Background: an optimization exercise with open tools, aiming at small area. Do not read the settings as production practice.
The RTL was checked by simulation tests, not by an equivalence proof against the original design.
The clock port is modelled as an ideal driver, which makes a skipped or thinned clock tree look cheaper than it is; a real chip needs a root buffer or a tree.
Power and IR drop assume default switching activity.

## the reference run
==> flow/design.v <==
module pwm_microcontroller(
    input  clk,
    input  rst,
    input  RX,
    output TX,
    output pwm0,
    output pwm1
);
    reg s1n, s2n;
    always @(posedge clk) begin
        s1n <= ~(rst | RX);
        s2n <= ~rst & s1n;
    end
    wire s2 = ~s2n;
    reg  [1:0] st;
    reg  [6:0] bd;
    reg  [8:0] sr;
    wire idle     = ~(st[1] ^ st[0]);
    wire start    = ~st[1] & st[0];
    wire act      = st[1] & ~st[0];
    wire rx_valid = st[1] & st[0];
    wire term     = bd[0] & bd[1] & bd[2] & bd[5] & bd[6];    
    wire stopb    = sr[0];
    always @(posedge clk) begin
        bd <= idle ? 7'b0000010 : (term ? 7'b0001010 : {bd[5:0], ~(bd[3] ^ bd[6])});
        if (start | (act & term & ~stopb))
            sr <= {act ? s2 : term, sr[8:1]};
        if (rst)
            st <= 2'b00;
        else if (idle)
            st <= {1'b0, ~s2};
        else if (term) begin
            if (start) st <= {~s2, 1'b0};
            else if (stopb) st <= {s2, s2};
        end
    end
    wire [7:0] rd = sr[8:1];
    reg       waiting, which, sel;
    reg [7:0] dn0, dn1;       
    wire is_ff  = &rd;
    wire is_cmd = (rd[7:2] == 6'd0) & (rd[1] ^ rd[0]);
    wire ack    = rx_valid & (waiting | is_ff);
    wire ld0    = rst | (rx_valid & (waiting ? ~which : is_ff));
    wire ld1    = rst | (rx_valid & (waiting ?  which : is_ff));
    wire [7:0] dnval = ~(rd & {8{waiting & ~rst}});
    always @(posedge clk) begin
        if (rx_valid & ~waiting) which <= rd[1];
        if (ack) sel <= waiting;    
        if (ld0) dn0 <= dnval;
        if (ld1) dn1 <= dnval;
        if (rst)
            waiting <= 1'b0;
        else if (rx_valid)
            waiting <= ~waiting & is_cmd;
    end
    reg [3:0] c;
    reg [6:0] tb;
    reg       txr;
    assign TX = txr;
    wire tidle = ~c[3] & ~c[2];             
    wire last  = &c;                        
    wire tterm = tb[0] & tb[1] & tb[3] & tb[4] & tb[6];    
    wire emit  = ~tidle & tterm;
    wire go    = ack & (tidle | (last & tterm));
    wire bitv  = (~c[3] & ~c[1]) ? 1'b0 : (c[3] & c[2] & c[1]) ? 1'b1 : (c[0] ^ sel);
    always @(posedge clk) begin
        if (rst)
            c <= 4'd0;
        else if (go)
            c <= 4'd5;
        else if (emit)
            c <= c + 4'd1;
        if (rst)
            txr <= 1'b1;
        else if (emit)
            txr <= bitv;
        tb <= go ? 7'b1101101 : (tterm ? 7'b1000101 : {tb[5:0], ~(tb[3] ^ tb[6])});
    end
    reg [7:0] k;
    reg [5:0] r;
    wire rterm = ~r[1] & ~r[2] & ~r[3] & ~r[5];    
    always @(posedge clk) begin
        if (rst) begin
            k <= 8'd0;
            r <= 6'b111110;
        end else if (rterm) begin
            k <= k + 8'd1;
            r <= (&k[2:0]) ? 6'b111110 : 6'b111111;
        end else begin
            r <= {r[4:0], (r[0] ^ r[5])};
        end
    end
    function le8(input [7:0] dn, input [7:0] q);
        integer i;
        begin
            le8 = 1'b1;
            for (i = 0; i < 8; i = i + 1)
                le8 = (q[i] & dn[i]) | ((q[i] | dn[i]) & le8);
        end
    endfunction
    assign pwm0 = le8(dn0, k);
    assign pwm1 = le8(dn1, k);
endmodule
==> flow/config.mk <==
export PLATFORM = sky130hd
export DESIGN_NAME = pwm_microcontroller
export DESIGN_NICKNAME = pwm_microcontroller
export VERILOG_FILES = /design/flow/design.v
export SDC_FILE = /design/flow/constraint.sdc
export NUM_CORES = 4
export LEC_CHECK = 0
export CAP_MARGIN = 20
export CORE_MARGIN = 2
export CORE_UTILIZATION = 70
export GPL_TIMING_DRIVEN = 0
export PLACE_DENSITY = 0.8
export SLEW_MARGIN = 20
==> flow/constraint.sdc <==
create_clock -name core_clock -period 10.0 [get_ports {clk}]
set_input_delay 2.0000 -clock core_clock [delete_from_list [all_inputs] [get_ports {clk}]]
set_output_delay 2.0000 -clock core_clock [all_outputs]
set_load 0.01 [all_outputs]
standard.sh (not shown) runs the stock make flow with config.mk's settings and CLKGATE_MAP_FILE= SYNTH_SCRIPT=/design/flow/synth_recipe.tcl, a recipe that flattens the netlist after the stock synthesis.
==> flow/flow/run.sh <==
#!/bin/bash
# Own layout flow: the standard synthesis, then the combinational logic
# re-mapped by ABC for area (registers untouched; several ABC scripts are run
# and the smallest netlist is kept), then the standard ORFS layout with small
# port buffers and a one-level clock tree of four buffers (cts_hook.tcl).
set -euo pipefail
here=$(pwd)
R=$here/orfs/results/$FLOW_PLATFORM/pwm_microcontroller/base
YOSYS=${YOSYS_EXE:-$FLOW_HOME/../tools/install/yosys/bin/yosys}
LIB=$FLOW_HOME/platforms/$FLOW_PLATFORM/lib/sky130_fd_sc_hd__tt_025C_1v80.lib

export BUFFER_PORTS_ARGS="-buffer_cell sky130_fd_sc_hd__buf_1"
export PRE_CTS_TCL=$here/flow/cts_hook.tcl
export MY_CTS_GROUPS=4
export MY_CTS_BUF=sky130_fd_sc_hd__buf_6

bash standard.sh synth > $here/standard_synth.log 2>&1
cp $R/1_2_yosys.v $here/1_2_yosys_standard.v

# re-map with each ABC script, four at a time
mkdir -p $here/reabc
for s in $here/flow/abc/*.abc; do
  n=$(basename $s .abc)
  LIB=$LIB NETLIST_IN=$here/1_2_yosys_standard.v NETLIST_OUT=$here/reabc/$n.v \
  ABC_DIR=$here/flow/abc ABC_GLOB=$n.abc STAT_DIR=$here/reabc FLOW_TOP=$FLOW_TOP \
    timeout 900 $YOSYS -c $here/flow/reabc.tcl > $here/reabc/$n.log 2>&1 &
  while [ $(jobs -rp | wc -l) -ge 4 ]; do sleep 1; done
done
wait
best=""; best_area=""
for s in $here/flow/abc/*.abc; do
  n=$(basename $s .abc)
  a=$(grep "best ABC script" $here/reabc/$n.log | sed 's/.*(\(.*\))/\1/' || true)
  [ -n "$a" ] && [ -f $here/reabc/$n.v ] || continue
  echo "$n $a" >> $here/reabc/areas.txt
  if [ -z "$best" ] || awk "BEGIN{exit !($a < $best_area)}"; then best=$n; best_area=$a; fi
done
echo "best: $best $best_area" >> $here/reabc/areas.txt
cp $here/reabc/$best.v $R/1_2_yosys.v
rm -f $R/1_synth.odb $R/1_synth.sdc

bash standard.sh finish > $here/standard_finish.log 2>&1
Other scripts of this flow, unchanged in this note and not shown: flow/flow/abc/n0.abc, flow/flow/abc/n1.abc, flow/flow/abc/n2.abc, flow/flow/abc/n3.abc, flow/flow/abc/s1.abc, flow/flow/abc/s12.abc, flow/flow/abc/s2.abc, flow/flow/abc/s5.abc, flow/flow/abc/s7.abc, flow/flow/abc/s8.abc, flow/flow/abc/s9.abc, flow/flow/cts_hook.tcl, flow/flow/cts_tree.tcl, flow/flow/reabc.tcl
#### Input delta (the trial run over the reference run)
==> flow/design.v <==
module pwm_microcontroller(
    input  clk,
    input  rst,
    input  RX,
    output TX,
    output pwm0,
    output pwm1
);
    reg s1n, s2n;
    always @(posedge clk) begin
        s1n <= ~(rst | RX);
        s2n <= ~rst & s1n;
    end
    wire s2 = ~s2n;
    reg  [1:0] st;
    reg  [6:0] bd;
    reg  [8:0] sr;
    wire idle     = (st == 2'b00) | (st == 2'b10);
    wire start    = (st == 2'b01);
    wire act      = (st == 2'b11);
    wire rx_valid = (st == 2'b10);
    wire term     = ~bd[0] & bd[1] & ~bd[2] & ~bd[3] & ~bd[6];    
    wire stopb    = sr[0];
    always @(posedge clk) begin
        bd <= idle ? 7'b1010101 : (term ? 7'b1000101 : {bd[5:0], (bd[3] ^ bd[6])});
        if (start | (act & term & ~stopb))
            sr <= {act ? s2 : term, sr[8:1]};
        if (rst)
            st <= 2'b00;
        else if (idle)
            st <= s2 ? 2'b00 : 2'b01;
        else if (term) begin
            if (start) st <= s2 ? 2'b00 : 2'b11;
            else if (stopb) st <= s2 ? 2'b10 : 2'b00;
        end
    end
    wire [7:0] rd = sr[8:1];
    reg       waiting, which, sel;
    reg [7:0] dn0, dn1;       
    wire is_ff  = &rd;
    wire is_cmd = (rd[7:2] == 6'd0) & (rd[1] ^ rd[0]);
    wire ack    = rx_valid & (waiting | is_ff);
    wire ld0    = rst | (rx_valid & (waiting ? ~which : is_ff));
    wire ld1    = rst | (rx_valid & (waiting ?  which : is_ff));
    wire [7:0] dnval = ~(rd & {8{waiting & ~rst}});
    always @(posedge clk) begin
        if (rx_valid & ~waiting) which <= rd[1];
        if (ack) sel <= waiting;    
        if (ld0) dn0 <= dnval;
        if (ld1) dn1 <= dnval;
        if (rst)
            waiting <= 1'b0;
        else if (rx_valid)
            waiting <= ~waiting & is_cmd;
    end
    reg [3:0] c;
    reg [6:0] tb;
    reg       txr;
    assign TX = txr;
    wire tidle = (c == 4'd0);
    wire last  = (c == 4'd1);
    wire tterm = tb[0] & tb[1] & tb[3] & tb[4] & tb[6];    
    wire emit  = ~tidle & tterm;
    wire go    = ack & (tidle | (last & tterm));
    wire bitv  = (c[3] & c[1] & c[0]) ? 1'b0 : (c[3] | c[2] | (c[1] & c[0])) ? (c[0] ^ sel) : 1'b1;
    always @(posedge clk) begin
        if (rst)
            c <= 4'd0;
        else if (go)
            c <= 4'd11;
        else if (emit)
            c <= c - 4'd1;
        if (rst)
            txr <= 1'b1;
        else if (emit)
            txr <= bitv;
        tb <= go ? 7'b1101101 : (tterm ? 7'b1000101 : {tb[5:0], ~(tb[3] ^ tb[6])});
    end
    reg [7:0] k;
    reg [5:0] r;
    wire rterm = ~r[0] & ~r[1] & ~r[3] & ~r[5];    
    always @(posedge clk) begin
        if (rst) begin
            k <= 8'd0;
            r <= 6'b011111;
        end else if (rterm) begin
            k <= k + 8'd1;
            r <= (&k[2:0]) ? 6'b011111 : 6'b001111;
        end else begin
            r <= {r[4:0], (r[0] ^ r[5])};
        end
    end
    function le8(input [7:0] dn, input [7:0] q);
        integer i;
        begin
            le8 = 1'b1;
            for (i = 0; i < 8; i = i + 1)
                le8 = (q[i] & dn[i]) | ((q[i] | dn[i]) & le8);
        end
    endfunction
    assign pwm0 = le8(dn0, k);
    assign pwm1 = le8(dn1, k);
endmodule
==> summary.txt <==
Summary of the trial run over the reference run: maximum ir drop on the vdd rail increased about 43%; met2 wire length increased about 9%; area of the multi-input gates decreased 41 um^2. The trial run vs. the reference run: switching power share of the total was more or less identical; post-synthesis instance area has decreased; total design power has remained practically unchanged. Number of standard cells in the layout, taps in and fillers out (lower): the reference run. Compared with the reference run, in the trial run total length of routed wires climbed 3.7%, setup slack after layout dropped 0.054 ns, register share of total power barely changed. Summary: with the reference run as the reference, combinational power in the trial run moved down slightly. The trial run reports its slowest stage cell on the critical path as sky130_fd_sc_hd__a21oi_1 while the reference run reports sky130_fd_sc_hd__buf_1. In terms of fraction of power consumed by combinational cells, the reference run and the trial run differ only marginally.
In every run of this note, the design's own scripts or RTL, not TritonCTS, make the clock network.

## what the ideal ports hide
In the flow no input, the clock included, has a driving cell. The finished layouts below were timed again as built, in two steps.
Step 1 assumes that a clkbuf_16 drives the clock port and a buf_2 every other input.
Step 2 moves the port delays by t, midway between the first and last clock arrival at a register: inputs arrive t later, outputs are due t later. That takes back most of the time a late clock gives input paths.
Three values: ideal ports, drivers, drivers and shift; two values: the first two.
run	t (ns)	setup slack, ns	worst setup path after step 2	latest minus earliest clock arrival (ns)	worst slew at a driven data input, ns
the reference run	0.182	5.984 / 6.012 / 5.830	input to register	0.009 / 0.009	0.03
the trial run	0.175	5.930 / 5.954 / 5.779	input to register	0.015 / 0.014	0.03
After both steps every run listed still meets setup and hold. For the reference run, which loses most, drivers alone change the setup slack by +0.028 ns; drivers and shift together by -0.154 ns.
